This is an optimization exercise on Yosys and OpenROAD, whose aim is small area, not a production implementation. Function was checked by simulation only, so behaviour that the tests miss may differ from the original. Power and IR drop assume default switching activity.

[design/flow/config.mk]
export PLATFORM = sky130hd
export DESIGN_NAME = bf8b
export DESIGN_NICKNAME = bf8b
export VERILOG_FILES = /design/flow/design.v
export SDC_FILE = /design/flow/constraint.sdc
export NUM_CORES = 8
export LEC_CHECK = 0
export CAP_MARGIN = 20
export CORE_MARGIN = 2
export CORE_UTILIZATION = 55
export SLEW_MARGIN = 20
[design/flow/constraint.sdc]
create_clock -name core_clock -period 14.0 [get_ports {clk}]
set_input_delay 2.8000 -clock core_clock [delete_from_list [all_inputs] [get_ports {clk}]]
set_output_delay 2.8000 -clock core_clock [all_outputs]
set_load 0.01 [all_outputs]
[design/flow/design.v]
module uart (
    input rst,
    input clk,
    input [1:0] t,
    input st_go,                 
    input [2:0] sel,             
    input [7:0] st_byte,
    input dma_pass,
    input dma_rx,                
    input [7:0] ptr_byte,
    input dma_done,              
    input txcap,                 
    input [7:0] tx_in,
    output [7:0] rd_byte,        
    output [7:0] ptr_tap,        
    output reg [7:0] rx_byte,
    output dma_req,
    output rx_need,
    input rx,
    output tx
);
reg [7:0] u0 [0:3];
reg [7:0] u1 [0:3];
reg [7:0] u2 [0:3];
reg [7:0] u3 [0:3];
reg [7:0] u4 [0:3];
reg [7:0] u5 [0:3];
wire [7:0] tx_start = u0[0];
wire [7:0] tx_end = u1[0];
wire [7:0] rx_start = u2[0];
wire [7:0] rx_end = u3[0];
wire [7:0] tx_ptr = u4[0];
wire [7:0] rx_ptr = u5[0];
reg tx_en, rx_en;
reg [1:0] clr_cnt;
wire clr = rst | (clr_cnt != 0);
reg ptrrst;                      
wire ptrrst_now = (t == 0) ? st_byte[5] : ptrrst;
wire st_cfg = st_go & (sel == 3'd0);
wire w0 = st_go & (sel == 3'd1);
wire w1 = st_go & (sel == 3'd2);
wire w2 = st_go & (sel == 3'd3);
wire w3 = st_go & (sel == 3'd4);
wire w4 = w0 | (dma_pass & ~dma_rx);
wire w5 = w2 | (st_cfg & ptrrst_now) | (dma_pass & dma_rx);
wire [7:0] d4 = dma_pass ? ptr_byte : st_byte;
wire [7:0] d5 = dma_pass ? ptr_byte : (st_cfg ? rx_start : st_byte);
integer k;
always @(posedge clk) begin
    for (k = 0; k < 3; k = k + 1) begin
        u0[k] <= u0[k+1];
        u1[k] <= u1[k+1];
        u2[k] <= u2[k+1];
        u3[k] <= u3[k+1];
        u4[k] <= u4[k+1];
        u5[k] <= u5[k+1];
    end
    u0[3] <= clr ? 8'd0 : w0 ? st_byte : u0[0];
    u1[3] <= clr ? 8'd0 : w1 ? st_byte : u1[0];
    u2[3] <= clr ? 8'd0 : w2 ? st_byte : u2[0];
    u3[3] <= clr ? 8'd0 : w3 ? st_byte : u3[0];
    u4[3] <= clr ? 8'd0 : w4 ? d4 : u4[0];
    u5[3] <= clr ? 8'd0 : w5 ? d5 : u5[0];
end
reg txeq_acc, rxeq_acc, tx_eq, rx_eq;
wire txeq_now = (tx_ptr == tx_end) & ((t == 0) | txeq_acc);
wire rxeq_now = (rx_ptr == rx_end) & ((t == 0) | rxeq_acc);
reg [9:0] txs;
reg [2:0] txc;
wire tx_busy = txs != 0;
wire tx_need = tx_en & ~tx_eq & ~tx_busy & ~txcap;
wire tx_done = tx_en & tx_eq & ~tx_busy & ~txcap;
assign tx = txs[0] | ~tx_busy;
reg rx_prev, rvalid;
reg [9:0] rs;
reg [2:0] rc;
wire rx_idle = rs[0];
wire rx_full = rx_en & rx_eq;
assign rx_need = rvalid;
assign dma_req = rvalid | tx_need;
assign ptr_tap = dma_rx ? rx_ptr : tx_ptr;
always @(*) rx_byte = rs[9:2];
always @(posedge clk) begin
    txeq_acc <= txeq_now;
    rxeq_acc <= rxeq_now;
    if (t == 2'd3) begin
        tx_eq <= txeq_now;
        rx_eq <= rxeq_now;
    end
    if (t == 0)
        ptrrst <= st_byte[5];
    if (rst) begin
        clr_cnt <= 2'd3;
        txs <= 10'd0;
        rx_prev <= 1'b1;
        rs[0] <= 1'b1;
        rvalid <= 0;
        tx_en <= 0;
        rx_en <= 0;
    end else begin
        if (clr_cnt != 0)
            clr_cnt <= clr_cnt - 1'b1;
        if (txcap) begin
            txs <= {1'b1, tx_in, 1'b0};
            txc <= 0;
        end else if (tx_busy && t == 0) begin
            txc <= txc + 1'b1;
            if (txc == 3'd7)
                txs <= {1'b0, txs[9:1]};
        end
        rx_prev <= rx;
        if (rx_idle) begin
            if (rx_prev & ~rx) begin
                rs <= 10'b1000000000;
                rc <= 0;
            end
        end else if (t == 0) begin
            rc <= rc + 1'b1;
            if (rc == 3'd3) begin
                rs <= {rx, rs[9:1]};
                if (rs[1])
                    rvalid <= rx_en & ~rx_eq;
            end
        end
        if (dma_done & dma_rx)
            rvalid <= 0;
        if (st_cfg && t == 0) begin
            tx_en <= st_byte[1];
            rx_en <= st_byte[2];
        end
    end
end
reg [7:0] rdb;
always @(*) begin
    case (sel)
        3'd0: rdb = (t == 0) ? {3'b0, rx_full, tx_done, rx_en, tx_en, 1'b0} : 8'd0;
        3'd1: rdb = tx_start;
        3'd2: rdb = tx_end;
        3'd3: rdb = rx_start;
        3'd4: rdb = rx_end;
        3'd5: rdb = rx_ptr;
        default: rdb = 8'd0;
    endcase
end
assign rd_byte = rdb;
endmodule
module bf8b (
    input rst,
    input clk,
    input rx,
    input [31:0] data_in,
    output [31:0] data_out,
    output [29:0] addr,
    output [3:0] wes,
    output tx
);
localparam P_FETCH = 2'd0;      
localparam P_EX    = 2'd1;      
localparam P_EX2   = 2'd2;      
localparam P_DMA   = 2'd3;      
localparam K_SLT   = 3'd0;
localparam K_SH    = 3'd1;
localparam K_LOAD  = 3'd2;
localparam K_STORE = 3'd3;
localparam K_JMP   = 3'd4;
reg [1:0] t;
reg [1:0] pass;
reg [2:0] k2;
reg [29:0] pc;
reg [31:0] a;
reg [4:0] rlo;                   
reg [2:0] rf3;                   
reg c;                           
reg cc;                          
reg zacc;                        
reg flag;                        
reg dsel;                        
reg txcap;                       
reg pcinc;                       
reg uflag;                       
wire t0 = t == 2'd0;
wire t1 = t == 2'd1;
wire t3 = t == 2'd3;
wire [31:0] ir = data_in;
wire [4:0] opc = ir[6:2];
wire [2:0] f3 = ir[14:12];
wire [4:0] rd = ir[11:7];
wire [4:0] rs1 = ir[19:15];
wire [4:0] rs2 = ir[24:20];
wire is_load  = opc == 5'b00000;
wire is_opimm = opc == 5'b00100;
wire is_auipc = opc == 5'b00101;
wire is_store = opc == 5'b01000;
wire is_op    = opc == 5'b01100;
wire is_lui   = opc == 5'b01101;
wire is_br    = opc == 5'b11000;
wire is_jalr  = opc == 5'b11001;
wire is_jal   = opc == 5'b11011;
wire is_alu   = is_op | is_opimm;
wire is_slt   = is_alu & (f3[2:1] == 2'b01);
wire is_sh    = is_alu & (f3[1:0] == 2'b01);
reg [31:0] imm;
always @(*) begin
    if (is_store)
        imm = {{20{ir[31]}}, ir[31:25], ir[11:7]};
    else if (is_br)
        imm = {{19{ir[31]}}, ir[31], ir[7], ir[30:25], ir[11:8], 1'b0};
    else if (is_lui | is_auipc)
        imm = {ir[31:12], 12'b0};
    else if (is_jal)
        imm = {{11{ir[31]}}, ir[31], ir[19:12], ir[20], ir[30:21], 1'b0};
    else
        imm = {{20{ir[31]}}, ir[31:20]};
end
wire [7:0] immb = imm[8*t +: 8];
wire [4:0] rs2x = (pass == P_EX) ? rs2 : rlo;
wire [7:0] p1, p2;
reg wen;
reg [4:0] wreg;
reg [7:0] wbyte;
integer j;
regfile RF (
    .clk(clk),
    .rs1(rs1),
    .rs2(rs2x),
    .wen(wen),
    .wreg(wreg),
    .wbyte(wbyte),
    .p1(p1),
    .p2(p2)
);
reg inc_a;                       
reg cin_a;
reg sel_ea;
wire [29:0] inc = (inc_a ? a[31:2] : pc) + cin_a;
wire [31:0] pcw = {pc, 2'b00};
wire [7:0] pcb = pcw[8*t +: 8];
wire [7:0] uart_ptr;
wire in_dma = pass == P_DMA;
wire in_ex2 = pass == P_EX2;
wire use_pc = in_ex2 | is_auipc | is_jal | is_br;
wire [7:0] ain = in_dma ? uart_ptr : use_pc ? pcb : is_lui ? 8'd0 : p1;
wire [7:0] bin = in_dma ? 8'd0 : in_ex2 ? {5'd0, t0, 2'd0} : is_op ? p2 : immb;
wire sub = ~in_dma & is_op & ir[30] & (f3 == 3'b000);
wire cin = t0 ? (sub | in_dma) : c;
wire [8:0] sum = {1'b0, ain} + {1'b0, bin ^ {8{sub}}} + cin;
wire [7:0] cb = (is_op | is_br) ? p2 : immb;
wire ccin = t0 ? 1'b1 : cc;
wire [8:0] cdiff = {1'b0, p1} + {1'b0, ~cb} + ccin;
wire ltu = ~cdiff[8];
wire lt = ltu ^ p1[7] ^ cb[7];
wire eq = (p1 == cb) & (t0 | zacc);
wire cond = f3[2] ? (f3[1] ? ltu : lt) : eq;
wire taken = cond ^ f3[0];
wire left = ~f3[2];
wire [1:0] q = rlo[4:3];
wire [2:0] rr = rlo[2:0];
wire fill = ir[30] & flag;
wire [1:0] hi_i = left ? -q : q + 2'd1;
wire [1:0] lo_i = left ? ~q : q;
wire [7:0] hi_b = a[8*hi_i +: 8];
wire [7:0] lo_b = a[8*lo_i +: 8];
wire hi_ok = left ? (t >= q) : ({1'b0, t} + q < 3'd3);
wire lo_ok = left ? ({1'b0, t} >= q + 3'd1) : ({1'b0, t} + q < 3'd4);
wire [7:0] hi_v = hi_ok ? hi_b : {8{fill}};
wire [7:0] lo_v = lo_ok ? lo_b : {8{fill}};
wire [15:0] win = left ? {1'b0, hi_v, lo_v[7:1]} : {hi_v, lo_v};
wire [15:0] wsh = win >> (left ? ~rr : rr);
wire [7:0] shout = wsh[7:0];
reg [7:0] alub;
always @(*) begin
    case ({is_alu, f3})
        4'b1100: alub = p1 ^ bin;
        4'b1110: alub = p1 | bin;
        4'b1111: alub = p1 & bin;
        default: alub = sum[7:0];
    endcase
end
wire [1:0] aoff = a[1:0];
wire [1:0] lm = aoff + t;
wire [7:0] lraw = data_in[8*lm +: 8];
wire [1:0] sgn_i = aoff + {1'b0, rf3[0]};
wire lsgn = data_in[8*sgn_i + 7] & ~rf3[2];
wire lext = (rf3[1:0] == 2'b00) ? ~t0 : (rf3[1:0] == 2'b01) ? t[1] : 1'b0;
wire [7:0] ldb = lext ? {8{lsgn}} : lraw;
wire [1:0] lsz = (rf3[1:0] == 2'b00) ? 2'd0 : (rf3[1:0] == 2'b01) ? 2'd1 : 2'd3;
wire [1:0] tn = t + 2'd1;
wire [2:0] lnext = {1'b0, aoff} + {1'b0, (tn < lsz) ? tn : lsz};
wire uart_ea = sum[7:0] == 8'hFF && a[31:24] == 8'hFF && a[23:16] == 8'h00;
wire [2:0] sbyte = {1'b0, aoff} + {1'b0, t};
wire [2:0] ssize = (rf3[1:0] == 2'b00) ? 3'd1 : (rf3[1:0] == 2'b01) ? 3'd2 : 3'd4;
wire b3done = rf3[1:0] == 2'b10 && aoff == 2'd0;
wire st_now = {1'b0, t} < ssize && !(t3 && b3done);
wire [7:0] uart_rd;
wire [7:0] rx_byte;
wire dma_req, rx_need;
wire dma_rx = t0 ? rx_need : dsel;
wire k_uart = pass == P_EX2 && (k2 == K_LOAD || k2 == K_STORE) && uflag;
uart UART (
    .rst(rst),
    .clk(clk),
    .t(t),
    .st_go(k_uart && k2 == K_STORE),
    .sel(a[4:2]),
    .st_byte(p2),
    .dma_pass(in_dma),
    .dma_rx(dma_rx),
    .ptr_byte(sum[7:0]),
    .dma_done(in_dma & t3),
    .txcap(txcap),
    .tx_in(lraw),
    .rd_byte(uart_rd),
    .ptr_tap(uart_ptr),
    .rx_byte(rx_byte),
    .dma_req(dma_req),
    .rx_need(rx_need),
    .rx(rx),
    .tx(tx)
);
reg [1:0] npass;
reg [2:0] nk2;
reg pc_we;                       
reg [31:0] na;
reg [3:0] wes_r;
reg [7:0] dbyte;
task automatic advance(input jump);
    begin
        pc_we = 1'b1;
        sel_ea = jump;
        cin_a = 1'b1;
        npass = dma_req ? P_DMA : P_EX;
    end
endtask
always @(*) begin
    npass = pass;
    nk2 = k2;
    pc_we = 1'b0;
    na = a;
    sel_ea = 1'b0;
    cin_a = 1'b0;
    inc_a = 1'b0;
    wes_r = 4'b0;
    wen = 1'b0;
    wreg = rd;
    wbyte = alub;
    dbyte = p2;
    case (pass)
        P_FETCH: begin
            if (t0 && pcinc) begin
                cin_a = 1'b1;
                pc_we = 1'b1;
            end
            if (t3)
                npass = dma_req ? P_DMA : P_EX;
        end
        P_EX: begin
            if (is_alu & (is_slt | is_sh)) begin
                na = {p1, a[31:8]};
                if (t3) begin
                    nk2 = is_slt ? K_SLT : K_SH;
                    npass = P_EX2;
                end
            end else if (is_alu | is_lui | is_auipc) begin
                wen = 1'b1;
                if (t3)
                    advance(1'b0);
            end else if (is_br) begin
                na = {sum[7:0], a[31:8]};
                if (t3)
                    advance(taken);
            end else if (is_jal | is_jalr) begin
                na = {sum[7:0], a[31:8]};
                if (t3) begin
                    nk2 = K_JMP;
                    npass = P_EX2;
                end
            end else begin
                na = {sum[7:0], a[31:8]};
                if (t3) begin
                    nk2 = is_load ? K_LOAD : K_STORE;
                    npass = P_EX2;
                    if (is_load)
                        sel_ea = 1'b1;
                    else if (f3[1:0] == 2'b10 && a[9:8] == 2'b00 && !uart_ea) begin
                        sel_ea = 1'b1;
                        wes_r = 4'b1000;
                    end
                end
            end
        end
        P_EX2: begin
            case (k2)
                K_SLT: begin
                    wen = 1'b1;
                    wbyte = {7'b0, flag & t0};
                    if (t3)
                        advance(1'b0);
                end
                K_JMP: begin
                    wen = 1'b1;
                    wbyte = sum[7:0];
                    if (t3) begin
                        pc_we = 1'b1;
                        inc_a = 1'b1;
                        npass = dma_req ? P_DMA : P_EX;
                    end
                end
                K_SH: begin
                    wen = 1'b1;
                    wbyte = shout;
                    na = {a[7:0], a[31:8]};
                    if (t3)
                        advance(1'b0);
                end
                K_LOAD: begin
                    wen = 1'b1;
                    wreg = rlo;
                    if (uflag)
                        wbyte = uart_rd;
                    else begin
                        wbyte = ldb;
                        if (!t3) begin
                            inc_a = 1'b1;
                            cin_a = lnext[2];
                        end
                    end
                    if (t3)
                        advance(1'b0);
                end
                default: begin
                    if (!uflag && st_now) begin
                        inc_a = 1'b1;
                        cin_a = sbyte[2];
                        wes_r = 4'b0001 << sbyte[1:0];
                    end
                    if (t3) begin
                        if (!uflag && st_now)
                            npass = P_FETCH;     
                        else
                            advance(1'b0);
                    end
                end
            endcase
        end
        default: begin
            na = {uart_ptr, a[31:8]};
            if (t3) begin
                sel_ea = 1'b1;
                if (dsel) begin
                    wes_r = 4'b0001 << a[9:8];
                    dbyte = rx_byte;
                end
                npass = P_FETCH;
            end
        end
    endcase
end
wire [29:0] ea = {in_dma ? uart_ptr : sum[7:0], a[31:10]};
assign addr = sel_ea ? ea : inc;
assign wes = rst ? 4'b0 : wes_r;
assign data_out = {4{dbyte}};
always @(posedge clk) begin
    if (rst) begin
        t <= 2'd0;
        pass <= P_FETCH;
        pc <= 30'd0;
        txcap <= 1'b0;
        pcinc <= 1'b0;
    end else begin
        t <= t + 1'b1;
        pass <= npass;
        if (pc_we)
            pc <= addr;
        txcap <= in_dma && t3 && !dsel;
        if (pass == P_EX2 && k2 == K_STORE && t3 && !uflag && st_now)
            pcinc <= 1'b1;
        else if (pass == P_FETCH && t0)
            pcinc <= 1'b0;
    end
    k2 <= nk2;
    a <= na;
    c <= sum[8];
    cc <= cdiff[8];
    zacc <= eq;
    if (pass == P_EX && t3) begin
        flag <= is_slt ? (f3[0] ? ltu : lt) : p1[7];
        uflag <= uart_ea;
    end
    if (pass == P_EX) begin
        rf3 <= f3;
        if (is_load)
            rlo <= rd;
        else if (is_op & is_sh)
            rlo <= t0 ? p2[4:0] : rlo;
        else
            rlo <= rs2;
    end
    if (in_dma && t0)
        dsel <= rx_need;
end
endmodule
module regfile (
    input clk,
    input [4:0] rs1,
    input [4:0] rs2,
    input wen,
    input [4:0] wreg,
    input [7:0] wbyte,
    output [7:0] p1,
    output [7:0] p2
);
reg [7:0] rf [1:31][0:3];
wire [31:1] sel1, sel2;
wire [31*8-1:0] taps;
integer r, j;
genvar gr;
generate
    for (gr = 1; gr < 32; gr = gr + 1) begin : TAP
        assign taps[8*(gr-1) +: 8] = rf[gr][0];
    end
endgenerate
onehot5 DEC1 (.x(rs1), .y(sel1));
onehot5 DEC2 (.x(rs2), .y(sel2));
rdmux RD1 (.sel(sel1), .taps(taps), .q(p1));
rdmux RD2 (.sel(sel2), .taps(taps), .q(p2));
always @(posedge clk) begin
    for (r = 1; r < 32; r = r + 1) begin
        for (j = 0; j < 3; j = j + 1)
            rf[r][j] <= rf[r][j+1];
        rf[r][3] <= (wen && wreg == r) ? wbyte : rf[r][0];
    end
end
endmodule
module onehot5 (
    input [4:0] x,
    output [31:1] y
);
genvar i;
generate
    for (i = 1; i < 32; i = i + 1) begin : D
        assign y[i] = x == i;
    end
endgenerate
endmodule
module rdmux (
    input [31:1] sel,
    input [31*8-1:0] taps,
    output [7:0] q
);
wire [7:0] l0 [0:31];
wire [7:0] l1 [0:15];
wire [7:0] l2 [0:7];
wire [7:0] l3 [0:3];
wire [7:0] l4 [0:1];
genvar i;
generate
    assign l0[0] = 8'd0;
    for (i = 1; i < 32; i = i + 1) begin : L0
        assign l0[i] = {8{sel[i]}} & taps[8*(i-1) +: 8];
    end
    for (i = 0; i < 16; i = i + 1) begin : L1
        assign l1[i] = l0[2*i] | l0[2*i+1];
    end
    for (i = 0; i < 8; i = i + 1) begin : L2
        assign l2[i] = l1[2*i] | l1[2*i+1];
    end
    for (i = 0; i < 4; i = i + 1) begin : L3
        assign l3[i] = l2[2*i] | l2[2*i+1];
    end
    for (i = 0; i < 2; i = i + 1) begin : L4
        assign l4[i] = l3[2*i] | l3[2*i+1];
    end
endgenerate
assign q = l4[0] | l4[1];
endmodule
[design/flow/flow/run.sh]
#!/bin/bash
# The standard layout, with three of its steps tuned for area:
#  - synthesis maps the logic with an area-oriented ABC script (flow/abc_area.script)
#    instead of ORFS's delay-oriented one; everything else in the synthesis is the
#    standard one (synth_recipe.tcl), so the registers are the same;
#  - ports are buffered with buf_1 rather than the resizer's default delay cell;
#  - clock-tree sinks are clustered in larger groups.
set -euo pipefail
here=$(pwd)
{
  echo "proc abc {args} {"
  echo "  set i [lsearch -exact \$args -script]"
  echo "  if {\$i >= 0} { lset args [expr {\$i + 1}] $here/flow/abc_area.script }"
  echo "  yosys abc {*}\$args"
  echo "}"
  cat synth_recipe.tcl
} > area_synth.tcl
sed "s#SYNTH_SCRIPT=[^ ]*#SYNTH_SCRIPT=$here/area_synth.tcl#" standard.sh > area_standard.sh
export BUFFER_PORTS_ARGS="-buffer_cell sky130_fd_sc_hd__buf_1"
export CTS_ARGS="-sink_clustering_enable -repair_clock_nets -sink_clustering_size 24 -sink_clustering_max_diameter 100 -dont_use_dummy_load"
bash area_standard.sh > standard.log 2>&1
[design/flow/flow/abc_area.script]
&get -n
&st
&syn2
&dch
&nf -R 1000
&put
[design/flow/standard.sh]
#!/bin/bash
# synth_recipe.tcl (not shown) runs the flow's synth.tcl, then flattens the netlist and writes it again
# the make line also repeats each setting of config.mk as NAME=value (left out here)
make -C /OpenROAD-flow-scripts/flow DESIGN_CONFIG=/design/flow/config.mk WORK_HOME=/design/flow/orfs CLKGATE_MAP_FILE= SYNTH_SCRIPT=/design/flow/synth_recipe.tcl "${@:-finish}"
==> reports/results.txt, run 1 <==
Synth Net Count = 3779
Pint = 4.64 mW
1st-iter DRT viols = 3850
worst slack at placement = 1.16 ns
Fin Setup TNS = 0 ns
Synth top area share = 61.1%
Fin Clk Skew = 0.107 ns
nets = 4006
Die ar. = 76200 sq um
unrepaired setup endpoints after global routing = false
vias after detailed routing = 30500
fin. max-slew vios = 0
Seq/Total Area, Yosys = 65.8%
Synth top cells by count = dfxtp_1 (1243), nor2_1 (466), a21oi_1 (358)
Wirelength per Cell = 29.0 um
total grt overflow = 0
Clk pin slew, worst setup/hold paths = 0.09 ns
postcts setup bufs = 0
global-route wire length before repair = 204000 um
P per Cell Area = 137 nW/um^2
Unique masters post-synth = 64
top post-synthesis cells by area = dfxtp_1 (61%), edfxtp_1 (4.6%), a21oi_1 (4.4%), nor2_1 (4.3%), o21ai_0 (2.9%)
Placed Cells = 4807
Adder-Cell Fraction of Synth Area = 1.90%
CTS H-tree depth = 2
area occupied by multi-input gates = 13700 sq um
Post-Synthesis Mean Instance Area = 11.0 sq um
cts hold-fix bufs = 0
CTS tree = yes
Via density = 6.27
Initial Util = 55.7%
critical path required time = 11.20 ns
DRC viols = 0
Clk network pwr share = 30.8%
Worst Setup End Kind = output pin
mux share of post-synthesis cell area = 3.15%
FMAX = 76.6 MHz
DPL Wire Length = 102000 um
cts bufs inserted = 61
Synth Cell Area = 40700 sq um
Synth Area in Compound Gates = 15.3%
clock buffer depth = 3
status = finished clean
worst reg2reg setup slack = 5.24 ns
post-cts resize count = 0
Tmin final = 13.05 ns
crit share post-route = 93.2%
Tot GR Track Use = 36.1%
top-count cell post-synth = dfxtp_1
clock root cell = clkbuf_16
largest area contributor in the netlist = dfxtp_1
die width = 276 um
Final setup viols = 0
max cap viols = 0
gpl congestion = 1.03
final setup margin = 0.946 ns
share of total power in combinational logic = 7.1%
switching portion of total power = 23.6%
critical path startpoint category = input pin
Yosys reg bits = 1306
Worst Hold Class = register to register
final core occ = 60.8%
vias in the first global route = 29900
count of buffers from port buffering = 101
main combinational cell family by area after synthesis = compound AO/OA/AOI/OAI gates
Area Growth Syn to Fin = 9.18%
NetSw = 1.44 mW
drt first pass iters = 21
number of synthesized flops with an enable pin = 63
LEAKAGE = 16.6 nW
filler cell count = 5777
Seq. cell area = 26800 sq um
largest net degree at the start of global routing = 60
CORE AREA = 73100 sq um
kind of critical path = input pin to output pin
Sequential Power Share = 62.1%
crit-path max FO = 56
Peak VDD IR = 0.000171 V
area share of xor/xnor cells in the synthesized design = 1.29%
clk latency of the worst-skew pair = 0.69 ns
slew margin rel. = 25.3%
std cell rows = 99
share of cells above drive strength 1 = 5.09%
Reg-to-Reg End = pc[23]
Worst-Margin Slew = 1.12 ns
Min-Delay Startpoint = UART.u5[2][6]
die height = 276 um
critical path's most frequent cell = nand2_1
initial antenna violation count = 4
Top FF cell, synth = dfxtp_1
post-synthesis simple-gate area fraction = 11.5%
Final Non-Filler Cells = 4869
Slowest cell on crit path = nor2_1
hold path depth = 0
# IOs = 102
reg2reg path depth = 35
endpoints failing hold = 0
Slowest Stage Delay on Critical Path = 0.86 ns
reg-to-reg critical path startpoint = pass[1]
Hold EP = UART.u5[1][6]
crit path DAT = 10.25 ns
post-route ant nets = 0
Cells after Synth = 3684
Ys Warns = 11
Sink Count = 1306
total wire length = 141000 um
ys async rst share = 0%
logic make-up after synthesis:
kind of cell,count (synthesis)
DFF,1306
muxes,97
and+or+nand+nor,1078
adders and majority gates,60
buffers and inverters,84
AOI/OAI and AO/OA,999
xor gates and xnor gates,60
cell usage in the layout (no fill, tap or decap), types with 31 or more instances in the layout:
master     count
a211oi_1      31
a21oi_1      356
a221oi_1      53
a22o_1        47
a22oi_1      126
buf_1         99
buf_4         87
clkbuf_16     61
clkinv_1      59
dfxtp_1     1243
edfxtp_1      63
ha_1          56
mux2i_1       56
nand2_1      305
nand3_1       45
nand4_1       34
nor2_1       457
nor2b_1       42
nor3_1        73
o21ai_0      236
xor2_1        39
registers in the layout, indices dropped and copies added, names as in the netlist, 30 cells and up:
signal / cells
UART.u3: 32
UART.u1: 32
UART.u0: 32
UART.u5: 32
pc: 30
a: 32
UART.u2: 32
UART.u4: 32
RF.rf: 992
per-layer routing:
metal | share of wire [%] | routed length [um] | global-route usage (%)
met1 | 41 | 57100 | 47.0
met4 | 5.8 | 8240 | 18.7
met3 | 8.0 | 11200 | 6.50
met5 | 0.029 | 41 | 0
met2 | 46 | 64400 | 58.0
worst max-delay path by stage:
stage	slack, ns	cells after the start	to	from
5_1_grt	0.48	34	addr[28]	data_in[20]
4_1_cts	1.15	35	addr[28]	data_in[24]
3_5_place_dp	1.16	35	addr[28]	data_in[24]
3_3_place_gp	0.89	27	addr[28]	data_in[19]
6_report	0.95	34	addr[7]	data_in[24]
2_1_floorplan	1.28	29	addr[10]	data_in[22]
stage by stage:
step                total power [mW]  hold slack [ns]  cell area [sq um]
floorplan                       4.07            0.310              40700
global placement                4.27            0.310              42900
detailed placement              4.28            0.312              42900
CTS                             6.07            0.259              44400
global route                    6.22            0.246              44400
finish                          6.08            0.250              44400
power groups by stage:
stage	Clock, mW	Combinational [mW]	Sequential, mW
floorplan	0	0.208	3.86
global placement	0	0.411	3.86
detailed placement	0	0.414	3.86
CTS	1.88	0.416	3.78
global route	1.99	0.449	3.78
finish	1.87	0.429	3.78
worst max-delay path: cells and delay by family:
kind / cells / cell delay, ns
and+or+nand+nor: 12 / 2.58
AOI/OAI and AO/OA: 13 / 2.30
buffers and inverters: 7 / 1.30
xor gates and xnor gates: 1 / 0.73
adders and majority gates: 1 / 0.49
area by class of cell:
type / count / share of cell area, %
inverter: 59 / 0.498
multi-input combinational: 2294 / 30.8
tap: 959 / 2.70
sequential: 1306 / 60.3
antenna: 1 / 0.00563
clock buffer: 61 / 3.44
timing repair buffer: 189 / 2.35
==> run 2, diff against run 1 <==
--- a/design/flow/flow/run.sh
+++ b/design/flow/flow/run.sh
@@ -4,5 +4,5 @@
 #    instead of ORFS's delay-oriented one; everything else in the synthesis is the
 #    standard one (synth_recipe.tcl), so the registers are the same;
-#  - ports are buffered with buf_1 rather than the resizer's default delay cell;
+#  - ports are buffered with buf_2 rather than the resizer's default delay cell;
 #  - clock-tree sinks are clustered in larger groups.
 set -euo pipefail
@@ -17,5 +17,5 @@
 } > area_synth.tcl
 sed "s#SYNTH_SCRIPT=[^ ]*#SYNTH_SCRIPT=$here/area_synth.tcl#" standard.sh > area_standard.sh
-export BUFFER_PORTS_ARGS="-buffer_cell sky130_fd_sc_hd__buf_1"
+export BUFFER_PORTS_ARGS="-buffer_cell sky130_fd_sc_hd__buf_2"
 export CTS_ARGS="-sink_clustering_enable -repair_clock_nets -sink_clustering_size 24 -sink_clustering_max_diameter 100 -dont_use_dummy_load"
 bash area_standard.sh > standard.log 2>&1
--- a/design/flow/config.mk
+++ b/design/flow/config.mk
@@ -8,4 +8,4 @@
 export CAP_MARGIN = 20
 export CORE_MARGIN = 2
-export CORE_UTILIZATION = 55
+export CORE_UTILIZATION = 35
 export SLEW_MARGIN = 20
==> run 2 against run 1 <==
  * Still clean
  * First-iteration DRC count shrank 15%
  * Setup slack gained 0.31 ns
  * Register-to-register slack improved by 0.51 ns
  * Sequential power about the same
  * Critical path type unchanged
  * Highest routed layer unchanged
==> reports/results.txt, run 2 <==
Worst-Margin Slew = 1.16 ns (+0.0427 ns)
Post-Synthesis Mean Instance Area = 11.0 sq um (unchanged)
DRC viols = 0 (unchanged)
global-route wire length before repair = 198000 um (-3.1%)
critical path required time = 11.20 ns (about the same)
Peak VDD IR = 0.000109 V (-36%)
Fin Clk Skew = 0.0699 ns (-0.0374 ns)
Worst Setup End Kind = output pin
status = finished clean
Hold Slack = 0.287 ns (+0.0369 ns)
number of synthesized flops with an enable pin = 63 (unchanged)
Synth top cells by count = dfxtp_1 (1243), nor2_1 (466), a21oi_1 (358)
largest net degree at the start of global routing = 46 (-23%)
Yosys reg bits = 1306 (unchanged)
Final Non-Filler Cells = 5438 (+12%)
ys async rst share = 0% (unchanged)
Synth top area share = 61.1% (unchanged)
filler cell count = 11400 (+97%)
crit-path max FO = 43 (-23%)
Final setup viols = 0 (unchanged)
total grt overflow = 0 (unchanged)
Initial Util = 35.2% (-21 points)
critical path's most frequent cell = a21oi_1
Die ar. = 119000 sq um (+56%)
Synth Net Count = 3779 (unchanged)
CTS tree = yes
max FFs per register = 992 (unchanged)
Seq/Total Area, Yosys = 65.8% (unchanged)
vias after detailed routing = 29300 (-4.0%)
FMAX = 78.5 MHz (+2.5%)
count of buffers from port buffering = 101 (unchanged)
post-route ant nets = 0 (unchanged)
critical path startpoint category = input pin
Fin Setup TNS = 0 ns (unchanged)
top-count cell post-synth = dfxtp_1
Synth Cell Area = 40700 sq um (unchanged)
Wirelength per Cell = 25.1 um (-13%)
Unique masters post-synth = 64 (unchanged)
Slowest Stage Delay on Critical Path = 0.56 ns (-0.30 ns)
std cell rows = 125 (+26%)
CORE AREA = 116000 sq um (+58%)
P per Cell Area = 136 nW/um^2 (-0.78%)
cts bufs inserted = 66 (+8.2%)
commonest non-fill, non-tap cells in the layout = dfxtp_1 (1243), nor2_1 (457), a21oi_1 (356)
unrepaired setup endpoints after global routing = false
most common cell after layout, fill and taps aside = dfxtp_1
die height = 345 um (+25%)
gpl congestion = 0.977 (-5.0%)
Sink Count = 1306 (unchanged)
Cells after Synth = 3684 (unchanged)
initial antenna violation count = 3 (-1)
max cap viols = 0 (unchanged)
Placed Cells = 5372 (+12%)
Area Growth Syn to Fin = 11.5%
Top reg by flops = RF.rf
Slowest cell on crit path = and3_1
largest area contributor in the netlist = dfxtp_1
kind of critical path = input pin to output pin
cts hold-fix bufs = 0 (unchanged)
postcts setup bufs = 0 (unchanged)
Clk pin slew, worst setup/hold paths = 0.08 ns (about the same)
slew margin rel. = 20.6% (-4.7 points)
DPL Wire Length = 101000 um (-1.2%)
clock buffer depth = 3 (unchanged)
die width = 345 um (+25%)
Via density = 5.39 (-14%)
# IOs = 102 (unchanged)
crit path DAT = 9.94 ns (-0.31 ns)
Top FF cell, synth = dfxtp_1
endpoints failing hold = 0 (unchanged)
LEAKAGE = 17.0 nW (+2.7%)
Ys Warns = 11 (unchanged)
ANT cells = 0 (-1)
nets = 4011 (+0.12%)
vias in the first global route = 27500 (-7.8%)
Worst Hold Class = register to register
crit share post-route = 91.0% (-2.2 points)
top post-synthesis cells by area = dfxtp_1 (61%), edfxtp_1 (4.6%), a21oi_1 (4.4%), nor2_1 (4.3%), o21ai_0 (2.9%)
drt first pass iters = 10 (-52%)
Tmin final = 12.74 ns (-0.314 ns)
1st-iter DRT viols = 3291 (-15%)
Tot GR Track Use = 22.4% (-14 points)
clock root cell = clkbuf_16
post-cts resize count = 0 (unchanged)
total wire length = 137000 um (-3.2%)
share of cells above drive strength 1 = 7.66% (+2.6 points)
CTS H-tree depth = 3 (+1)
fin. max-slew vios = 0 (unchanged)
clk latency of the worst-skew pair = 0.67 ns (-0.02 ns)
==> run 2: cell counts after synthesis <==
Identical to the previous run, type by type.
==> run 2: worst max-delay path, delay by kind of cell <==
family | cells | cell delay, ns
compound gates | 14 | 3.06
xor+xnor | 1 | 0.21
fa+ha+maj | 1 | 0.28
buf+inv | 6 | 1.17
simple gates | 12 | 2.38
==> run 2: cell type report <==
| cell class | count | area, sq um | share of cell area, % |
|---|---|---|---|
| flip-flops and latches | 1306 | 26800 | 59.0 |
| multi-input cells | 2294 | 13600 | 30.1 |
| well taps | 1524 | 1910 | 4.20 |
| clock buffers | 66 | 1650 | 3.64 |
| repair buffers | 189 | 1170 | 2.57 |
| inverters | 59 | 221 | 0.488 |
==> run 2: per-stage QoR <==
stage               setup slack (ns)  area [sq um]  utilization (%)  total power [mW]
floorplan                       1.28         40700                -              4.07
global placement                1.54         43700             37.8              4.28
detailed placement              1.42         43700             37.8              4.28
CTS                             1.39         45400             39.2              6.20
global route                   0.626         45400             39.2              6.36
finish                          1.26         45400             39.2              6.16
==> run 2: logic make-up after synthesis <==
family	count (synthesis)	synth area share (%)
AO/OA/AOI/OAI	999	15.3
XOR/XNOR	60	1.29
adder cells (fa/ha/maj)	60	1.90
buffers and inverters	84	0.996
flip-flops	1306	65.8
multiplexers	97	3.15
AND/OR/NAND/NOR	1078	11.5
==> run 2: where the power goes <==
part           internal, mW  total, mW  leakage, nW  switching (mW)
clock                 0.845       1.95        0.813            1.11
combinational         0.112      0.425         5.62           0.313
sequential             3.76       3.78         10.6          0.0210
total                  4.71       6.16         17.0            1.44
==> run 2: path summary, 6_finish.rpt <==
path / startpoint / end / slack, ns / depth (start not counted)
hold / removal: RF.rf[111][3] / RF.rf[110][3] / 0.29 / 0
setup / recovery: data_in[20] / addr[29] / 1.26 / 34
hold reg to reg: RF.rf[111][3] / RF.rf[110][3] / 0.29 / 0
setup reg to reg: pass[0] / pc[1] / 5.75 / 24
==> run 2: per-layer routing <==
layer	vias up	global-route usage (%)	part of all wire [%]
met2	1347	34.8	44
met1	14100	31.5	45
met4	4	8.69	4.1
li1	13600	-	-
met5	-	0	0.017
met3	289	3.29	7.1
==> run 3, diff against run 2 <==
--- a/design/flow/flow/run.sh
+++ b/design/flow/flow/run.sh
@@ -4,5 +4,5 @@
 #    instead of ORFS's delay-oriented one; everything else in the synthesis is the
 #    standard one (synth_recipe.tcl), so the registers are the same;
-#  - ports are buffered with buf_2 rather than the resizer's default delay cell;
+#  - ports are buffered with buf_1 rather than the resizer's default delay cell;
 #  - clock-tree sinks are clustered in larger groups.
 set -euo pipefail
@@ -17,5 +17,5 @@
 } > area_synth.tcl
 sed "s#SYNTH_SCRIPT=[^ ]*#SYNTH_SCRIPT=$here/area_synth.tcl#" standard.sh > area_standard.sh
-export BUFFER_PORTS_ARGS="-buffer_cell sky130_fd_sc_hd__buf_2"
-export CTS_ARGS="-sink_clustering_enable -repair_clock_nets -sink_clustering_size 24 -sink_clustering_max_diameter 100 -dont_use_dummy_load"
+export BUFFER_PORTS_ARGS="-buffer_cell sky130_fd_sc_hd__buf_1"
+export CTS_ARGS="-sink_clustering_enable -repair_clock_nets -buf_list sky130_fd_sc_hd__clkbuf_8 -sink_clustering_size 20 -sink_clustering_max_diameter 60 -dont_use_dummy_load"
 bash area_standard.sh > standard.log 2>&1
--- a/design/flow/config.mk
+++ b/design/flow/config.mk
@@ -8,4 +8,4 @@
 export CAP_MARGIN = 20
 export CORE_MARGIN = 2
-export CORE_UTILIZATION = 35
+export CORE_UTILIZATION = 55
 export SLEW_MARGIN = 20
==> run 3 against run 2 <==
  * Still clean
  * Worst hold slack got worse by 0.042 ns
  * Fmax decreased by 2.5%
  * Critical path depth decreased by 5
  * Via count increased by 3.9%
  * Sequential cell count unchanged
  * Final cell count decreased by 10%
  * Non-clock buffer count unchanged
  * Clock skew increased by 0.046 ns
  * Highest routed layer unchanged
==> reports/results.txt, run 3 <==
status = finished clean
top cell family by delay on the critical path = compound AO/OA/AOI/OAI gates
Yosys reg bits = 1306 (unchanged)
LEAKAGE = 16.4 nW (-3.6%)
Top FF cell, synth = dfxtp_1
gpl congestion = 1.03 (+5.3%)
1st-iter DRT viols = 3865 (+17%)
Adder-Cell Fraction of Synth Area = 1.90% (unchanged)
clock root cell = clkbuf_8
total grt overflow = 0 (unchanged)
critical path required time = 11.20 ns (about the same)
grt met1 use = 47.0% (+16 points)
max FFs per register = 992 (unchanged)
slew margin rel. = 23.2% (+2.7 points)
Initial Util = 55.7% (+21 points)
kind of critical path = input pin to output pin
Seq/Total Area, Yosys = 65.8% (unchanged)
Synth top area share = 61.1% (unchanged)
std cell rows = 99 (-21%)
Slowest cell on crit path = buf_1
total wire length = 139000 um (+1.8%)
Area Growth Syn to Fin = 8.21%
Worst Hold Class = register to register
Sink Count = 1306 (unchanged)
Unique masters post-synth = 64 (unchanged)
Die ar. = 76200 sq um (-36%)
cts hold-fix bufs = 0 (unchanged)
crit path DAT = 10.27 ns (+0.33 ns)
main combinational cell family by area after synthesis = compound AO/OA/AOI/OAI gates
mux share of post-synthesis cell area = 3.15% (unchanged)
Fin Setup TNS = 0 ns (unchanged)
clk latency of the worst-skew pair = 0.75 ns (+0.08 ns)
Synth Cell Area = 40700 sq um (unchanged)
commonest non-fill, non-tap cells in the layout = dfxtp_1 (1243), nor2_1 (457), a21oi_1 (356)
Ys Warns = 11 (unchanged)
Cells after Synth = 3684 (unchanged)
Tot GR Track Use = 35.7% (+13 points)
top-count cell post-synth = dfxtp_1
# IOs = 102 (unchanged)
worst slack at placement = 1.16 ns (-0.264 ns)
most common cell after layout, fill and taps aside = dfxtp_1
Top reg by flops = RF.rf
top post-synthesis cells by area = dfxtp_1 (61%), edfxtp_1 (4.6%), a21oi_1 (4.4%), nor2_1 (4.3%), o21ai_0 (2.9%)
DPL Wire Length = 102000 um (+1.2%)
worst reg2reg setup slack = 5.30 ns (-0.45 ns)
Via density = 6.23 (+16%)
ys async rst share = 0% (unchanged)
Final setup viols = 0 (unchanged)
Hold EP = UART.u5[1][6]
global-route wire length before repair = 201000 um (+1.7%)
P per Cell Area = 132 nW/um^2 (-3.0%)
DRC viols = 0 (unchanged)
CTS H-tree depth = 3 (unchanged)
share of cells above drive strength 1 = 5.60% (-2.1 points)
Hold Slack = 0.245 ns (-0.0419 ns)
nets = 4027 (+0.40%)
crit share post-route = 93.4% (+2.4 points)
Synth top cells by count = dfxtp_1 (1243), nor2_1 (466), a21oi_1 (358)
post-route ant nets = 0 (unchanged)
Reg-to-Reg End = pc[23]
unrepaired setup endpoints after global routing = false
Tmin final = 13.07 ns (+0.330 ns)
cts bufs inserted = 82 (+24%)
Fin Clk Skew = 0.116 ns (+0.0463 ns)
clock buffer depth = 3 (unchanged)
postcts setup bufs = 0 (unchanged)
reg2reg path depth = 34 (+42%)
max cap viols = 0 (unchanged)
Most Used Layer, Global Route = met2
Wirelength per Cell = 28.4 um (+13%)
Worst Setup End Kind = output pin
Slowest Stage Delay on Critical Path = 0.82 ns (+0.26 ns)
critical path startpoint category = input pin
drt first pass iters = 19 (+9)
reg-to-reg critical path startpoint = pass[1]
final setup margin = 0.930 ns (-0.330 ns)
Post-Synthesis Mean Instance Area = 11.0 sq um (unchanged)
CORE AREA = 73100 sq um (-37%)
hold path depth = 0 (unchanged)
post-cts resize count = 0 (unchanged)
Synth Net Count = 3779 (unchanged)
critical path's most frequent cell = a21oi_1
CTS tree = yes
Min-Delay Startpoint = UART.u5[2][6]
Worst-Margin Slew = 1.15 ns (-0.00975 ns)
Peak VDD IR = 0.000161 V (+47%)
fin. max-slew vios = 0 (unchanged)
Synth Area in Compound Gates = 15.3% (unchanged)
largest net degree at the start of global routing = 60 (+30%)
area share of xor/xnor cells in the synthesized design = 1.29% (unchanged)
count of buffers from port buffering = 101 (unchanged)
FMAX = 76.5 MHz (-2.5%)
die height = 276 um (-20%)
crit path buf inv count = 7 (+1)
met3 usage = 6.32% (+3.0 points)
number of synthesized flops with an enable pin = 63 (unchanged)
initial antenna violation count = 7 (+4)
vias in the first global route = 29500 (+7.2%)
endpoints failing hold = 0 (unchanged)
grt met2 use = 56.7% (+22 points)
Clk pin slew, worst setup/hold paths = 0.11 ns (+0.03 ns)
die width = 276 um (-20%)
largest area contributor in the netlist = dfxtp_1
crit-path max FO = 56 (+30%)
post-synthesis simple-gate area fraction = 11.5% (unchanged)
vias after detailed routing = 30500 (+3.9%)
run 3: cell counts after synthesis:
Identical to the previous run, type by type.
run 3: worst max-delay path by stage:
| stage | end | cells after the start | startpoint |
|---|---|---|---|
| final | addr[28] | 29 | data_in[19] |
| after floorplan | addr[10] | 29 | data_in[22] |
| after CTS | addr[28] | 35 | data_in[24] |
| after global routing | addr[28] | 34 | data_in[20] |
| after detailed placement | addr[28] | 35 | data_in[24] |
| after global placement | addr[28] | 27 | data_in[19] |
run 3: metrics by stage:
stage	instance area (sq um)	cells	util, %	total power, mW
3_3_place_gp	42900	4806	58.7	4.27
5_1_grt	44000	4891	60.3	5.96
2_1_floorplan	40700	3684	-	4.07
3_5_place_dp	42900	4807	58.7	4.28
4_1_cts	44000	4889	60.2	5.80
6_report	44000	4892	60.3	5.80
run 3: worst register-to-register path, delay by kind of cell (launching register included):
kind            cells  cell delay (ns)
simple gates       12             2.44
xor+xnor            1             0.73
buf+inv             6             0.90
flops               1             0.46
compound gates     13             3.11
fa+ha+maj           2             0.93
run 3: routing by layer:
layer	part of all wire [%]	vias to the layer above
met3	7.8	397
met4	5.7	8
met5	0.041	-
li1	-	13600
met1	41	14800
met2	45	1648
run 3: cells by family after synthesis:
family          Yosys count
flops                  1306
simple gates           1078
compound gates          999
mux                      97
buf+inv                  84
xor+xnor                 60
fa+ha+maj                60
run 3: cell type report:
type | instances | area [sq um]
antenna | 3 | 7.51
clock buffer | 82 | 1130
fill | 5822 | 29000
inverter | 59 | 221
multi-input combinational | 2294 | 13700
sequential | 1306 | 26800
tap | 959 | 1200
timing repair buffer | 189 | 1040
run 3: power breakdown:
group          switching [mW]  internal (mW)  total, mW
Sequential             0.0185           3.76       3.78
Clock                    1.06          0.529       1.59
Combinational           0.320          0.109      0.430
Total                    1.40           4.40       5.80
==> run 4, diff against run 3 <==
--- a/design/flow/flow/run.sh
+++ b/design/flow/flow/run.sh
@@ -18,4 +18,4 @@
 sed "s#SYNTH_SCRIPT=[^ ]*#SYNTH_SCRIPT=$here/area_synth.tcl#" standard.sh > area_standard.sh
 export BUFFER_PORTS_ARGS="-buffer_cell sky130_fd_sc_hd__buf_1"
-export CTS_ARGS="-sink_clustering_enable -repair_clock_nets -buf_list sky130_fd_sc_hd__clkbuf_8 -sink_clustering_size 20 -sink_clustering_max_diameter 60 -dont_use_dummy_load"
+export CTS_ARGS="-sink_clustering_enable -repair_clock_nets -buf_list sky130_fd_sc_hd__clkbuf_8 -sink_clustering_size 16 -sink_clustering_max_diameter 60 -dont_use_dummy_load"
 bash area_standard.sh > standard.log 2>&1
--- a/design/flow/config.mk
+++ b/design/flow/config.mk
@@ -9,3 +9,4 @@
 export CORE_MARGIN = 2
 export CORE_UTILIZATION = 55
+export GPL_TIMING_DRIVEN = 0
 export SLEW_MARGIN = 20
==> run 4 against run 3 <==
  * Fmax down 3.6%
  * Final cell count grew 0.35%
  * First-iteration DRC count fell by 12%
  * Via count decreased by 1.1%
==> reports/results.txt, run 4 <==
Worst Setup End Kind = output pin
Wirelength per Cell = 26.8 um (-5.5%)
status = finished clean
post-layout total power = 5.97 mW (+2.9%)
Fin Clk Skew = 0.156 ns (+0.0397 ns)
Unique masters post-synth = 64 (unchanged)
commonest non-fill, non-tap cells in the layout = dfxtp_1 (1241), nor2_1 (417), a21oi_1 (355)
Initial Util = 55.7% (unchanged)
crit path buf inv count = 8 (+1)
share of cells above drive strength 1 = 8.16% (+2.6 points)
top-count cell post-synth = dfxtp_1
Top FF cell, synth = dfxtp_1
Area Growth Syn to Fin = 10.5%
Cells after Synth = 3684 (unchanged)
nets = 4045 (+0.45%)
Synth top area share = 61.1% (unchanged)
unrepaired setup endpoints after global routing = false
FMAX = 73.8 MHz (-3.6%)
max cap viols = 0 (unchanged)
DRC viols = 0 (unchanged)
vias in the first global route = 29100 (-1.4%)
Peak VDD IR = 0.000138 V (-15%)
Die ar. = 76200 sq um (unchanged)
Tmin final = 13.56 ns (+0.489 ns)
Reg-to-Reg End = pc[1]
Worst Hold Class = register to register
Final setup viols = 0 (unchanged)
Sink Count = 1306 (unchanged)
clk latency of the worst-skew pair = 0.80 ns (+0.05 ns)
Slowest Stage Delay on Critical Path = 0.87 ns (+0.05 ns)
critical path startpoint category = input pin
filler cell count = 5976 (+2.6%)
Top reg by flops = RF.rf
Synth Net Count = 3779 (unchanged)
cts bufs inserted = 100 (+22%)
drt first pass iters = 19 (unchanged)
global-route wire length before repair = 192000 um (-4.6%)
Via density = 6.14 (-1.4%)
CTS tree = yes
critical path's most frequent cell = a21oi_1
die width = 276 um (unchanged)
1st-iter DRT viols = 3385 (-12%)
cts hold-fix bufs = 0 (unchanged)
crit-path max FO = 17 (-70%)
total wire length = 132000 um (-5.2%)
ys async rst share = 0% (unchanged)
Post-Synthesis Mean Instance Area = 11.0 sq um (unchanged)
reg-to-reg critical path startpoint = rlo[0]
# IOs = 102 (unchanged)
final setup margin = 0.441 ns (-0.489 ns)
Tot GR Track Use = 33.8% (-1.9 points)
Yosys reg bits = 1306 (unchanged)
LEAKAGE = 16.7 nW (+2.0%)
Slowest cell on crit path = nor2_1
slew margin rel. = 17.0% (-6.3 points)
post-route ant nets = 0 (unchanged)
reg2reg path depth = 34 (unchanged)
worst slack at placement = -0.763 ns (-1.92 ns)
top post-synthesis cells by area = dfxtp_1 (61%), edfxtp_1 (4.6%), a21oi_1 (4.4%), nor2_1 (4.3%), o21ai_0 (2.9%)
gpl congestion = 0.977 (-5.0%)
DPL Wire Length = 95400 um (-6.2%)
crit path DAT = 10.76 ns (+0.49 ns)
CTS H-tree depth = 3 (unchanged)
largest area contributor in the netlist = dfxtp_1
final core occ = 61.5% (+1.3 points)
fin. max-slew vios = 0 (unchanged)
top cell family by delay on the critical path = simple AND/OR/NAND/NOR gates
Synth Cell Area = 40700 sq um (unchanged)
CP startpoint = data_in[15]
Clk pin slew, worst setup/hold paths = 0.10 ns (about the same)
total grt overflow = 0 (unchanged)
Synth top cells by count = dfxtp_1 (1243), nor2_1 (466), a21oi_1 (358)
vias after detailed routing = 30100 (-1.1%)
P per Cell Area = 133 nW/um^2 (+0.81%)
crit path to = addr[9]
initial antenna violation count = 6 (-1)
Worst-Margin Slew = 1.24 ns (+0.0896 ns)
endpoints failing hold = 0 (unchanged)
count of buffers from port buffering = 101 (unchanged)
critical path required time = 11.20 ns (about the same)
clock root cell = clkbuf_8
std cell rows = 99 (unchanged)
CORE AREA = 73100 sq um (unchanged)
clock buffer depth = 3 (unchanged)
number of synthesized flops with an enable pin = 63 (unchanged)
worst reg2reg setup slack = 4.68 ns (-0.62 ns)
crit share post-route = 96.9% (+3.5 points)
die height = 276 um (unchanged)
max FFs per register = 992 (unchanged)
largest net degree at the start of global routing = 36 (-40%)
most common cell after layout, fill and taps aside = dfxtp_1
Seq/Total Area, Yosys = 65.8% (unchanged)
kind of critical path = input pin to output pin
critical path depth in cells = 31 (+6.9%)
Ys Warns = 11 (unchanged)
run 4: cell families (layout without fill, tap and decap cells):
group	Yosys count	count (layout)	synth area share [%]
buffers and inverters	84	348	0.996
DFF	1306	1306	65.8
muxes	97	97	3.15
other	0	2	0
and+or+nand+nor	1078	1078	11.5
AOI/OAI and AO/OA	999	999	15.3
adders and majority gates	60	60	1.90
xor gates and xnor gates	60	60	1.29
run 4: layout make-up:
cell class                 count  area, sq um  area share, %
antenna                        2         5.00         0.0111
buffer                        25          184          0.409
clock buffer                 100         1380           3.06
inverter                      59          221          0.493
multi-input combinational   2294        14000           31.1
sequential                  1306        26800           59.6
tap                          959         1200           2.67
timing repair buffer         164         1220           2.70
run 4: what timing repair did:
action,in CTS,in global routing
pin swaps,0,1
setup buffers,0,9
gates resized for setup,7,36
setup endpoints to repair,30,30
run 4: metrics by stage:
step / instance area [sq um] / hold slack [ns] / TNS (ns) / cells
5_1_grt: 45000 / 0.250 / 0 / 4908
3_5_place_dp: 43300 / 0.312 / -17.88 / 4797
2_1_floorplan: 40700 / 0.310 / 0 / 3684
3_3_place_gp: 42300 / 0.310 / -152.94 / 4744
4_1_cts: 44700 / 0.252 / 0 / 4897
6_report: 45000 / 0.253 / 0 / 4909
run 4: how the worst min path moves through the flow:
stage / endpoint / slack (ns) / cells past startpoint / startpoint
CTS: UART.u5[2][1] / 0.25 / 0 / UART.u5[3][1]
finish: UART.u5[2][1] / 0.25 / 0 / UART.u5[3][1]
global placement: RF.rf[100][4] / 0.31 / 0 / RF.rf[101][4]
global route: UART.u5[2][1] / 0.25 / 0 / UART.u5[3][1]
floorplan: RF.rf[0][0] / 0.31 / 0 / RF.rf[1][0]
detailed placement: RF.rf[85][4] / 0.31 / 0 / RF.rf[86][4]
run 4: per-layer routing:
| layer | GRT usage (%) | part of all wire [%] | vias up |
|---|---|---|---|
| met5 | 0 | 0.029 | - |
| met4 | 19.0 | 6.3 | 6 |
| met3 | 5.56 | 7.9 | 399 |
| met2 | 52.6 | 44 | 1535 |
| met1 | 45.1 | 42 | 14500 |
| li1 | - | - | 13700 |
run 4: power breakdown:
part           internal, mW  switching [mW]  total (mW)
registers              3.76          0.0219        3.78
logic                 0.135           0.311       0.446
clock network         0.637            1.11        1.74
total                  4.53            1.44        5.97
run 4: worst register-to-register path: cells and delay by family (launching register included):
family                   cells  cell delay (ns)
AND/OR/NAND/NOR             14             3.07
AO/OA/AOI/OAI               11             2.89
buffers and inverters        6             1.26
flip-flops                   1             0.98
multiplexers                 1             0.39
adder cells (fa/ha/maj)      1             0.37
XOR/XNOR                     1             0.24
==> run 5, diff against run 4 <==
--- a/design/flow/config.mk
+++ b/design/flow/config.mk
@@ -6,7 +6,6 @@
 export NUM_CORES = 8
 export LEC_CHECK = 0
-export CAP_MARGIN = 20
+export CAP_MARGIN = 10
 export CORE_MARGIN = 2
 export CORE_UTILIZATION = 55
-export GPL_TIMING_DRIVEN = 0
-export SLEW_MARGIN = 20
+export SLEW_MARGIN = 10
==> run 5 against run 4 <==
  * Clock power about the same
  * Utilization fell by 0.98 points
  * First-iteration DRC count up 15%
  * Clock skew decreased by 0.039 ns
  * Sequential cell count did not move
  * Sequential power about the same
  * Synthesized area did not move
  * Worst hold slack improved by 0.00053 ns
  * Die area unchanged
  * Cell area shrank 1.6%
  * Sequential share of layout area is 0.95 points higher
  * Fmax grew 4.0%
  * Critical endpoint is now addr[28]
  * Highest routed layer unchanged
==> reports/results.txt, run 5 <==
CTS H-tree depth = 3 (unchanged)
Synth Net Count = 3779 (unchanged)
top cell family by delay on the critical path = compound AO/OA/AOI/OAI gates
fin. max-slew vios = 0 (unchanged)
cts bufs inserted = 98 (-2.0%)
CORE AREA = 73100 sq um (unchanged)
1st-iter DRT viols = 3878 (+15%)
max cap viols = 0 (unchanged)
Tot GR Track Use = 35.8% (+2.0 points)
final setup margin = 0.963 ns (+0.522 ns)
Post-Synthesis Mean Instance Area = 11.0 sq um (unchanged)
reg-to-reg critical path startpoint = pass[1]
top post-synthesis cells by area = dfxtp_1 (61%), edfxtp_1 (4.6%), a21oi_1 (4.4%), nor2_1 (4.3%), o21ai_0 (2.9%)
clock root cell = clkbuf_8
Clk pin slew, worst setup/hold paths = 0.10 ns (about the same)
worst reg2reg setup slack = 5.26 ns (+0.58 ns)
global-route wire length before repair = 202000 um (+5.4%)
vias in the first global route = 29700 (+2.0%)
die width = 276 um (unchanged)
CP startpoint = data_in[19]
Worst Setup End Kind = output pin
share of cells above drive strength 1 = 5.88% (-2.3 points)
filler cell count = 5857 (-2.0%)
Worst Hold Class = register to register
Reg-to-Reg End = pc[23]
Seq/Total Area, Yosys = 65.8% (unchanged)
critical path depth in cells = 30 (-3.2%)
total grt overflow = 0 (unchanged)
final core occ = 60.5% (-0.98 points)
ys async rst share = 0% (unchanged)
die height = 276 um (unchanged)
LEAKAGE = 16.5 nW (-1.3%)
Ys Warns = 11 (unchanged)
post-layout total power = 5.92 mW (-0.78%)
Slowest cell on crit path = buf_1
crit path to = addr[28]
cts hold-fix bufs = 0 (unchanged)
clock buffer depth = 3 (unchanged)
slew margin rel. = 16.7% (-0.25 points)
Cells after Synth = 3684 (unchanged)
Slowest Stage Delay on Critical Path = 0.79 ns (-0.08 ns)
Area Growth Syn to Fin = 8.72%
reg2reg path depth = 33 (-2.9%)
Fin Setup TNS = 0 ns (unchanged)
initial antenna violation count = 5 (-1)
critical path startpoint category = input pin
Die ar. = 76200 sq um (unchanged)
Synth Cell Area = 40700 sq um (unchanged)
largest area contributor in the netlist = dfxtp_1
Worst-Margin Slew = 1.25 ns (+0.00834 ns)
Peak VDD IR = 0.000155 V (+12%)
post-cts resize count = 0 (-7)
top-count cell post-synth = dfxtp_1
FMAX = 76.7 MHz (+4.0%)
total wire length = 139000 um (+5.7%)
Unique masters post-synth = 64 (unchanged)
postcts setup bufs = 0 (unchanged)
DPL Wire Length = 102000 um (+6.4%)
Yosys reg bits = 1306 (unchanged)
count of buffers from port buffering = 101 (unchanged)
Via density = 6.24 (+1.6%)
Fin Clk Skew = 0.117 ns (-0.0386 ns)
DRC viols = 0 (unchanged)
post-route ant nets = 0 (unchanged)
gpl congestion = 1.03 (+5.3%)
Top FF cell, synth = dfxtp_1
crit-path max FO = 56 (+39)
P per Cell Area = 134 nW/um^2 (+0.82%)
drt first pass iters = 19 (unchanged)
status = finished clean
crit share post-route = 93.1% (-3.7 points)
# IOs = 102 (unchanged)
Sink Count = 1306 (unchanged)
crit path buf inv count = 6 (-2)
max FFs per register = 992 (unchanged)
worst slack at placement = 1.19 ns (+1.95 ns)
nets = 4043 (-0.049%)
unrepaired setup endpoints after global routing = false
largest net degree at the start of global routing = 60 (+67%)
Top reg by flops = RF.rf
Wirelength per Cell = 28.4 um (+5.7%)
number of synthesized flops with an enable pin = 63 (unchanged)
Final setup viols = 0 (unchanged)
endpoints failing hold = 0 (unchanged)
commonest non-fill, non-tap cells in the layout = dfxtp_1 (1243), nor2_1 (459), a21oi_1 (356)
crit path DAT = 10.24 ns (-0.52 ns)
kind of critical path = input pin to output pin
Synth top cells by count = dfxtp_1 (1243), nor2_1 (466), a21oi_1 (358)
most common cell after layout, fill and taps aside = dfxtp_1
Synth top area share = 61.1% (unchanged)
CTS tree = yes
std cell rows = 99 (unchanged)
vias after detailed routing = 30600 (+1.6%)
Tmin final = 13.04 ns (-0.522 ns)
clk latency of the worst-skew pair = 0.77 ns (-0.03 ns)
critical path required time = 11.20 ns (about the same)
Initial Util = 55.7% (unchanged)
==> run 5: cell counts after synthesis <==
Identical to the previous run, type by type.
==> run 5: layout make-up <==
cell class / count / area (sq um) / share of cell area, %
inverter: 59 / 221 / 0.500
sequential: 1306 / 26800 / 60.5
timing repair buffer: 189 / 1040 / 2.36
multi-input combinational: 2294 / 13700 / 30.9
tap: 959 / 1200 / 2.71
antenna: 1 / 2.50 / 0.00566
clock buffer: 98 / 1350 / 3.05
==> run 5: metal layers <==
layer,vias to the layer above,part of all wire (%),track usage (%)
li1,13700,-,-
met1,14900,41,46.8
met2,1614,45,57.0
met3,425,7.3,6.20
met4,8,6.1,19.2
met5,-,0.041,0
==> run 5: cells by family after synthesis <==
group,after synthesis,synth area share [%]
buffers and inverters,84,0.996
AOI/OAI and AO/OA,999,15.3
DFF,1306,65.8
adders and majority gates,60,1.90
and+or+nand+nor,1078,11.5
xor gates and xnor gates,60,1.29
muxes,97,3.15
==> run 5: how the worst min path moves through the flow <==
| stage | start | endpoint | slack, ns | cells after the start |
|---|---|---|---|---|
| final | RF.rf[91][2] | RF.rf[90][2] | 0.25 | 0 |
| after detailed placement | RF.rf[101][5] | RF.rf[100][5] | 0.31 | 0 |
| after floorplan | RF.rf[1][0] | RF.rf[0][0] | 0.31 | 0 |
| after global placement | RF.rf[115][2] | RF.rf[114][2] | 0.31 | 0 |
| after CTS | RF.rf[71][1] | RF.rf[70][1] | 0.23 | 0 |
| after global routing | RF.rf[71][1] | RF.rf[70][1] | 0.25 | 0 |
==> run 5: through the flow <==
stage,instances,hold WS [ns],instance area [sq um]
floorplan,3684,0.310,40700
global placement,4806,0.310,42900
detailed placement,4807,0.312,42900
CTS,4905,0.232,44200
global route,4906,0.252,44200
finish,4906,0.253,44200
==> run 5: power by group <==
part | switching [mW] | total (mW) | leakage (nW) | internal [mW]
Combinational | 0.317 | 0.427 | 5.24 | 0.109
Clock | 1.09 | 1.72 | 0.705 | 0.625
Sequential | 0.0184 | 3.78 | 10.6 | 3.76
Total | 1.43 | 5.92 | 16.5 | 4.49
==> run 6, diff against run 5 <==
--- a/design/flow/config.mk
+++ b/design/flow/config.mk
@@ -6,6 +6,6 @@
 export NUM_CORES = 8
 export LEC_CHECK = 0
-export CAP_MARGIN = 10
+export CAP_MARGIN = 0
 export CORE_MARGIN = 2
 export CORE_UTILIZATION = 55
-export SLEW_MARGIN = 10
+export SLEW_MARGIN = 0
==> run 6 against run 5 <==
  * Total power about the same
  * Global-route usage decreased by 0.21 points
  * Combinational power hardly changed
  * Largest cell class unchanged
  * Die area stayed put
  * Critical path type unchanged
  * Clock-buffer cell count unchanged
  * Sequential cell count did not move
  * Critical path depth up 3
  * Cell area about the same
  * Critical endpoint unchanged
  * Fmax decreased by 0.81%
  * Sequential share of layout area hardly changed
  * Via count about the same
  * Clock skew grew 0.028 ns
==> reports/results.txt, run 6 <==
Peak VDD IR = 0.000137 V (-11%)
Worst-Margin Slew = 1.31 ns (+0.0636 ns)
CTS tree = yes
critical path's most frequent cell = nand2_1
top-count cell post-synth = dfxtp_1
crit share post-route = 93.9% (+0.76 points)
max FFs per register = 992 (unchanged)
share of cells above drive strength 1 = 5.83% (-0.051 points)
Sink Count = 1306 (unchanged)
top post-synthesis cells by area = dfxtp_1 (61%), edfxtp_1 (4.6%), a21oi_1 (4.4%), nor2_1 (4.3%), o21ai_0 (2.9%)
Ys Warns = 11 (unchanged)
Fin Clk Skew = 0.145 ns (+0.0277 ns)
P per Cell Area = 134 nW/um^2 (about the same)
die height = 276 um (unchanged)
unrepaired setup endpoints after global routing = false
gpl congestion = 1.03 (unchanged)
Synth top cells by count = dfxtp_1 (1243), nor2_1 (466), a21oi_1 (358)
Cells after Synth = 3684 (unchanged)
vias after detailed routing = 30600 (-0.056%)
fin. max-slew vios = 0 (unchanged)
post-route ant nets = 0 (unchanged)
Area Growth Syn to Fin = 8.70% (about the same)
ys async rst share = 0% (unchanged)
slew margin rel. = 11.8% (-4.9 points)
critical path startpoint category = input pin
crit-path max FO = 56 (unchanged)
DRC viols = 0 (unchanged)
cell area after layout = 44200 sq um (about the same)
Unique masters post-synth = 64 (unchanged)
Top FF cell, synth = dfxtp_1
status = finished clean
CORE AREA = 73100 sq um (unchanged)
initial antenna violation count = 5 (unchanged)
number of synthesized flops with an enable pin = 63 (unchanged)
LEAKAGE = 16.5 nW (about the same)
# IOs = 102 (unchanged)
Wirelength per Cell = 28.3 um (-0.36%)
largest area contributor in the netlist = dfxtp_1
total grt overflow = 0 (unchanged)
Top reg by flops = RF.rf
total wire length = 139000 um (-0.32%)
std cell rows = 99 (unchanged)
Yosys reg bits = 1306 (unchanged)
Final setup viols = 0 (unchanged)
max cap viols = 0 (unchanged)
kind of critical path = input pin to output pin
FMAX = 76.1 MHz (-0.81%)
largest net degree at the start of global routing = 60 (unchanged)
crit path DAT = 10.34 ns (+0.10 ns)
nets = 4043 (unchanged)
Clk pin slew, worst setup/hold paths = 0.09 ns (about the same)
Final Non-Filler Cells = 4908 (+0.041%)
critical path required time = 11.20 ns (about the same)
CTS H-tree depth = 3 (unchanged)
Slowest cell on crit path = xnor2_1
Hold Slack = 0.251 ns (-0.00200 ns)
Placed Cells = 4807 (unchanged)
drt first pass iters = 19 (unchanged)
1st-iter DRT viols = 3812 (-1.7%)
placed instance area = 42900 sq um (about the same)
die width = 276 um (unchanged)
DPL Wire Length = 102000 um (about the same)
Worst Setup End Kind = output pin
postcts setup bufs = 0 (unchanged)
Seq/Total Area, Yosys = 65.8% (unchanged)
worst reg2reg setup slack = 5.13 ns (-0.13 ns)
Synth top area share = 61.1% (unchanged)
post-cts resize count = 0 (unchanged)
vias in the first global route = 29600 (-0.38%)
Fin Setup TNS = 0 ns (unchanged)
Synth Cell Area = 40700 sq um (unchanged)
clock buffer depth = 3 (unchanged)
commonest non-fill, non-tap cells in the layout = dfxtp_1 (1243), nor2_1 (460), a21oi_1 (356)
Slowest Stage Delay on Critical Path = 1.02 ns (+0.23 ns)
cts hold-fix bufs = 0 (unchanged)
global-route wire length before repair = 201000 um (-0.63%)
Initial Util = 55.7% (unchanged)
Synth Net Count = 3779 (unchanged)
clock root cell = clkbuf_8
Post-Synthesis Mean Instance Area = 11.0 sq um (unchanged)
Via density = 6.24 (about the same)
Tmin final = 13.14 ns (+0.106 ns)
endpoints failing hold = 0 (unchanged)
Die ar. = 76200 sq um (unchanged)
count of buffers from port buffering = 101 (unchanged)
clk latency of the worst-skew pair = 0.78 ns (about the same)
most common cell after layout, fill and taps aside = dfxtp_1
Tot GR Track Use = 35.6% (-0.21 points)
cts bufs inserted = 98 (unchanged)
filler cell count = 5802 (-0.94%)
Worst Hold Class = register to register
-- run 6: changes by cell type in the layout (fill, tap and decap cells not counted) --
cell,delta
diode_2,+2
nor2_4,-1
xnor2_2,-1
nor2_1,+1
xnor2_1,+1
-- run 6: cells by family (layout without fill, tap and decap cells) --
group	Yosys count	in the layout	synth area share [%]
xor+xnor	60	60	1.29
simple gates	1078	1078	11.5
fa+ha+maj	60	60	1.90
mux	97	97	3.15
flops	1306	1306	65.8
compound gates	999	999	15.3
buf+inv	84	346	0.996
other cells	0	3	0
-- run 6: stage by stage --
step / utilization, % / power, mW / worst slack, ns
after global placement: 58.7 / 4.27 / 0.893
after detailed placement: 58.7 / 4.27 / 0.998
final: 60.5 / 5.92 / 0.857
after global routing: 60.5 / 6.08 / 0.440
after floorplan: - / 4.07 / 1.28
after CTS: 60.5 / 5.92 / 0.985
-- run 6: worst max-delay path: cells and delay by family --
kind | cells | cell delay (ns)
simple gates | 12 | 2.61
compound gates | 13 | 2.23
buf+inv | 6 | 1.17
xor+xnor | 1 | 1.02
fa+ha+maj | 1 | 0.50
-- run 6: layer usage --
metal / share of wire, % / track usage [%]
met4: 5.9 / 18.7
met5: 0.033 / 0
met2: 45 / 56.9
met1: 41 / 46.7
met3: 7.3 / 5.92
-- run 6: area by class of cell --
class                   instances  area (sq um)  area share, %
flip-flops and latches       1306         26800           60.5
diodes                          3          7.51         0.0170
repair buffers                189          1040           2.36
well taps                     959          1200           2.71
clock buffers                  98          1350           3.05
inverters                      59           221          0.501
multi-input cells            2294         13600           30.8
-- run 6: final timing paths --
kind / end / depth (start not counted) / startpoint
min reg2reg: RF.rf[77][1] / 0 / RF.rf[78][1]
min: RF.rf[77][1] / 0 / RF.rf[78][1]
max reg2reg: pc[7] / 33 / pass[1]
max: addr[28] / 33 / data_in[24]
-- run 6: where the power goes --
part | switching [mW] | leakage [nW] | internal [mW] | total, mW
sequential | 0.0183 | 10.6 | 3.76 | 3.78
clock | 1.09 | 0.705 | 0.624 | 1.71
combinational | 0.320 | 5.23 | 0.109 | 0.429

[what the ideal ports hide]
The flow's constraints put no driver on any port. The routed layouts listed below were extracted and timed again, unchanged, in two steps. Step 1 sets driving cells, clkbuf_16 on the clock port and buf_2 on the other inputs (assumed; they add their load-dependent delay and slew). Step 2 moves the port delays by t, midway between the first and last clock arrival at a register: inputs arrive t later, outputs are due t later. That takes back most of the time a late clock gives input paths. a / b / c = no drivers / after step 1 / after step 2; a / b = the first two.
run	t, ns	setup slack, ns	hold slack, ns	worst setup path at the end	pins driven straight from the clock port
run 1	0.711	0.946 / 0.883 / 0.883	0.250 / 0.250 / 0.250	input to output	1
run 2	0.703	1.260 / 1.235 / 1.235	0.287 / 0.287 / 0.287	input to output	1
run 3	0.756	0.930 / 0.840 / 0.840	0.245 / 0.245 / 0.245	input to output	1
run 4	0.790	0.441 / 0.394 / 0.394	0.253 / 0.253 / 0.253	input to output	1
run 5	0.782	0.963 / 0.870 / 0.870	0.253 / 0.253 / 0.253	input to output	1
run 6	0.776	0.857 / 0.826 / 0.826	0.251 / 0.251 / 0.251	input to output	1
After both steps every run listed still meets setup and hold. For run 5, which loses most, drivers alone change the setup slack by -0.093 ns; drivers and shift together by -0.093 ns.
